What follows belongs to an exercise in optimizing a design on an open flow for small area; a production flow would make more cautious choices.
At most, simulation tests tie the RTL to the original design; equivalence was not proved.

## cordic_pipelined
module cordic_pipelined(clk, z0, xn, yn);
  input clk;
  input signed [12:0] z0;
  output [17:0] xn, yn;
  wire signed [12:0] za = z0;
  wire pos_big = za > 13'sh5A0;
  wire neg_big = za < -13'sh5A0;
  wire flip_in = pos_big | neg_big;
  wire d0_c0 = pos_big ? (za < 13'shB40) : neg_big ? (za < -13'shB40) : za[12];
  reg [10:0] k1;
  always @(*) begin
    case ({pos_big, neg_big, d0_c0})
      3'b100: k1 = 11'h1f0;
      3'b101: k1 = 11'h790;
      3'b010: k1 = 11'h070;
      3'b011: k1 = 11'h610;
      3'b001: k1 = 11'h2d0;
      default: k1 = 11'h530;
    endcase
  end
  wire [10:0] z1_c0 = za[10:0] + k1;
  reg f_r1, d0_r1; reg [10:0] z1_r1;
  always @(posedge clk) begin f_r1 <= flip_in; d0_r1 <= d0_c0; z1_r1 <= z1_c0; end
  wire signed [10:0] z1s = z1_r1;
  wire d1_c1 = z1_r1[10];
  wire d2_c1 = d1_c1 ? (z1s < -11'sh1A9) : (z1s < 11'sh1A9);
  reg [8:0] k2;
  always @(*) begin
    case ({d1_c1, d2_c1})
      2'b00: k2 = 9'h177;
      2'b01: k2 = 9'h137;
      2'b10: k2 = 9'h0c9;
      default: k2 = 9'h089;
    endcase
  end
  wire [8:0] z3_c1 = z1_r1[8:0] + k2;
  reg f_r2; reg [2:0] d_r2; reg [8:0] z3_r2;
  always @(posedge clk) begin f_r2 <= f_r1; d_r2 <= {d2_c1, d1_c1, d0_r1}; z3_r2 <= z3_c1; end
  wire signed [8:0] z3s = z3_r2;
  wire d3_c2 = z3_r2[8];
  wire d4_c2 = d3_c2 ? (z3s < -9'sh072) : (z3s < 9'sh072);
  wire d5_c2 = ({d3_c2, d4_c2} == 2'b00) ? (z3s < 9'sd171) :
               ({d3_c2, d4_c2} == 2'b01) ? (z3s < 9'sd57) :
               ({d3_c2, d4_c2} == 2'b10) ? (z3s < -9'sd57) : (z3s < -9'sd171);
  reg [5:0] k3;
  always @(*) begin
    case ({d3_c2, d4_c2, d5_c2})
      3'b000: k3 = 6'h39;
      3'b001: k3 = 6'h31;
      3'b010: k3 = 6'h2b;
      3'b011: k3 = 6'h23;
      3'b100: k3 = 6'h1d;
      3'b101: k3 = 6'h15;
      3'b110: k3 = 6'h0f;
      3'b111: k3 = 6'h07;
      default: k3 = 6'h0;
    endcase
  end
  ...
For scale: ~1300 cells after synthesis, about 270 flip-flops.
==> flow/config.mk <==
export PLATFORM = sky130hd
export DESIGN_NAME = cordic_pipelined
export DESIGN_NICKNAME = cordic_pipelined
export VERILOG_FILES = /design/flow/design.v
export SDC_FILE = /design/flow/constraint.sdc
export NUM_CORES = 4
export LEC_CHECK = 0
export CAP_MARGIN = 20
export CORE_MARGIN = 2
export CORE_UTILIZATION = 60
export CTS_BUF_LIST = sky130_fd_sc_hd__clkbuf_8
export CTS_CLUSTER_DIAMETER = 100
export CTS_CLUSTER_SIZE = 18
export SLEW_MARGIN = 20
export SYNTH_HIERARCHICAL = 1
==> flow/constraint.sdc <==
create_clock -name core_clock -period 5.0 [get_ports {clk}]
set_input_delay 1.0000 -clock core_clock [delete_from_list [all_inputs] [get_ports {clk}]]
set_output_delay 1.0000 -clock core_clock [all_outputs]
set_load 0.01 [all_outputs]
standard.sh (not shown) runs the stock make flow with config.mk's settings and CLKGATE_MAP_FILE= SYNTH_SCRIPT=/design/flow/synth_recipe.tcl, a recipe that flattens the netlist after the stock synthesis.
==> flow/flow/run.sh <==
#!/bin/bash
# The standard layout (standard.sh: ORFS from synthesis through finish), with two changes:
#  - the input/output port buffers are made from the smallest buffer cell;
#  - synthesis maps the logic with an area-oriented ABC script (flow/abc_area_map.script)
#    in place of ORFS's abc_speed.script. Everything else in synthesis is ORFS's own
#    (run from a copy of ORFS's scripts folder in which only that one file differs).
set -e
rm -rf orfs_scripts
cp -r "$FLOW_HOME/scripts" orfs_scripts
cp flow/abc_area_map.script orfs_scripts/abc_speed.script
export SCRIPTS_DIR="$PWD/orfs_scripts"
export BUFFER_PORTS_ARGS="-buffer_cell sky130_fd_sc_hd__buf_1"
cp standard.sh standard_sh.txt
bash standard.sh > standard.log 2>&1
==> flow/flow/abc_area_map.script <==
strash
dch
map -a
strash
dch
map -a
topo
stime -c
buffer -c
upsize -c
dnsize -c
==> next run, changes <==
--- a/flow/design.v
+++ b/flow/design.v
@@ -659,48 +659,48 @@
   wire ynh11;
   wire ynh12;
   wire ynh13;
   wire ynh14;
   wire ynh15;
   wire ynh16;
   wire ynh17;
-  localparam [63:0] TX0 = 64'ha94e9770a94e9770;
-  localparam [63:0] TY0 = 64'h055c3be0055c3be0;
-  localparam [63:0] TX1 = 64'h00127e8af31cf3ba;
-  localparam [63:0] TY1 = 64'h066d96e5a0b58e80;
-  localparam [63:0] TX2 = 64'hf26f6930acb57e4a;
-  localparam [63:0] TY2 = 64'ha3b77c90aec35325;
-  localparam [63:0] TX3 = 64'h5da6a2ff5f4765bf;
-  localparam [63:0] TY3 = 64'h5cf3fb5f552030df;
-  localparam [63:0] TX4 = 64'hf77fddb5adbbfeef;
-  localparam [63:0] TY4 = 64'h511544d0f4dd5775;
-  localparam [63:0] TX5 = 64'hf9dc286a56143b9f;
-  localparam [63:0] TY5 = 64'h5c46be3f03829dc5;
-  localparam [63:0] TX6 = 64'h0ada788a511e5b50;
-  localparam [63:0] TY6 = 64'haf4f1eef08870d0a;
-  localparam [63:0] TX7 = 64'h5bc9d79009eb93da;
-  localparam [63:0] TY7 = 64'h0d6c41caac7dc94f;
-  localparam [63:0] TX8 = 64'h561fdca0053bf86a;
-  localparam [63:0] TY8 = 64'h038546faa09d5e3f;
-  localparam [63:0] TX9 = 64'ha88fc54a52a3f115;
-  localparam [63:0] TY9 = 64'hfee5602f0bf95880;
-  localparam [63:0] TX10 = 64'h09dfe5b00da7fb90;
-  localparam [63:0] TY10 = 64'hac4570daa4f15dca;
-  localparam [63:0] TX11 = 64'hfa6a5a10085a565f;
-  localparam [63:0] TY11 = 64'h5f3f0f8aae0f0305;
+  localparam [63:0] TX0 = 64'ha94e9773a94e9773;
+  localparam [63:0] TY0 = 64'h455c3be2455c3be2;
+  localparam [63:0] TX1 = 64'h00127e88331cf3bb;
+  localparam [63:0] TY1 = 64'h466d96e620b58e80;
+  localparam [63:0] TX2 = 64'h326f6933ecb57e48;
+  localparam [63:0] TY2 = 64'h23b77c91eec35326;
+  localparam [63:0] TX3 = 64'hdda6a2ffdf4765bf;
+  localparam [63:0] TY3 = 64'hdcf3fb5d552030dd;
+  localparam [63:0] TX4 = 64'h777fddb7edbbfeee;
+  localparam [63:0] TY4 = 64'h111544d174dd5777;
+  localparam [63:0] TX5 = 64'hb9dc286a56143b9d;
+  localparam [63:0] TY5 = 64'hdc46be3f03829dc4;
+  localparam [63:0] TX6 = 64'h8ada7888111e5b51;
+  localparam [63:0] TY6 = 64'hef4f1eee88870d08;
+  localparam [63:0] TX7 = 64'h9bc9d79189eb93d9;
+  localparam [63:0] TY7 = 64'hcd6c41c8ec7dc94c;
+  localparam [63:0] TX8 = 64'h561fdca2453bf86a;
+  localparam [63:0] TY8 = 64'h038546fb209d5e3f;
+  localparam [63:0] TX9 = 64'ha88fc54812a3f115;
+  localparam [63:0] TY9 = 64'hfee5602e8bf95880;
+  localparam [63:0] TX10 = 64'h89dfe5b3cda7fb91;
+  localparam [63:0] TY10 = 64'hec4570d964f15dc8;
+  localparam [63:0] TX11 = 64'hba6a5a11885a565d;
+  localparam [63:0] TY11 = 64'hdf3f0f88ee0f0304;
   localparam [63:0] TX12 = 64'h01ebf3ea57cfd780;
   localparam [63:0] TY12 = 64'ha87d597f016541ea;
   localparam [63:0] TX13 = 64'hfee6dac0035b677f;
   localparam [63:0] TY13 = 64'h57734f6aa90d3115;
-  localparam [63:0] TX14 = 64'hf642cffa5ff3426f;
-  localparam [63:0] TY14 = 64'h532b655f05592b35;
-  localparam [63:0] TX15 = 64'h0f66ee75ae7766f0;
-  localparam [63:0] TY15 = 64'ha5337710f711335a;
-  localparam [63:0] TX16 = 64'hf67ef66ff66f7e6f;
-  localparam [63:0] TY16 = 64'h5317533553351735;
+  localparam [63:0] TX14 = 64'h7642cffbdff3426e;
+  localparam [63:0] TY14 = 64'h132b655d45592b37;
+  localparam [63:0] TX15 = 64'hcf66ee77ee7766f3;
+  localparam [63:0] TY15 = 64'h6533771177113359;
+  localparam [63:0] TX16 = 64'h767ef66e766f7e6e;
+  localparam [63:0] TY16 = 64'h1317533713351737;
   localparam [63:0] TX17 = 64'h0000800000010000;
   localparam [63:0] TY17 = 64'haaaaeaaaaaa8aaaa;
   wire [5:0] ta_c5 = {d5_p5,d4_p5,d3_p5,d2_p5,d1_p5,d0_p5};
   wire [5:0] ta_c6 = {d5_p6,d4_p6,d3_p6,d2_p6,d1_p6,d0_p6};
   assign lx0 = TX0[ta_c5];
   assign lx1 = TX1[ta_c5];
   assign lx2 = TX2[ta_c5];
Count of clock-buffer cells in the layout stays the same.
Die area rose by about 1.2%.
Register-to-register slack got worse by 30 ps.
Global-route usage rose by 0.71 points.
Worst setup slack got worse by 34 ps.
Cell area barely changes.
Synthesized cell count rose by about 1.3%.
Fmax fell by 0.69%.
Routed wire length rose by about 5%.
Cell count hardly moves.
Critical path depth is unchanged.
Via count rose by about 2.7%.
For the second run of this note, only the layout was checked, not whether the RTL still works.

[port drivers added, routing unchanged]
The results above use ideal ports. As a check the final layouts listed here were re-extracted and re-timed, cells and wires unchanged. Step 1 (the two cells are an assumption about what drives the block):
set clk [get_ports {clk}]
set_driving_cell -lib_cell sky130_fd_sc_hd__clkbuf_16 $clk
set_driving_cell -lib_cell sky130_fd_sc_hd__buf_2 [delete_from_list [all_inputs] $clk]
Step 2 moves the port delays by t, midway between the first and last clock arrival at a register: inputs arrive t later, outputs are due t later. That takes back most of the time a late clock gives input paths. Slacks: ideal / step 1 / step 2; pairs: ideal / step 1.
run	t (ns)	setup slack, ns	cell pins on the clock port's net
the first run	0.568	0.134 / 0.133 / 0.134	1
the second run	0.570	0.100 / 0.100 / 0.100	1
After both steps setup and hold are still met in every run listed.
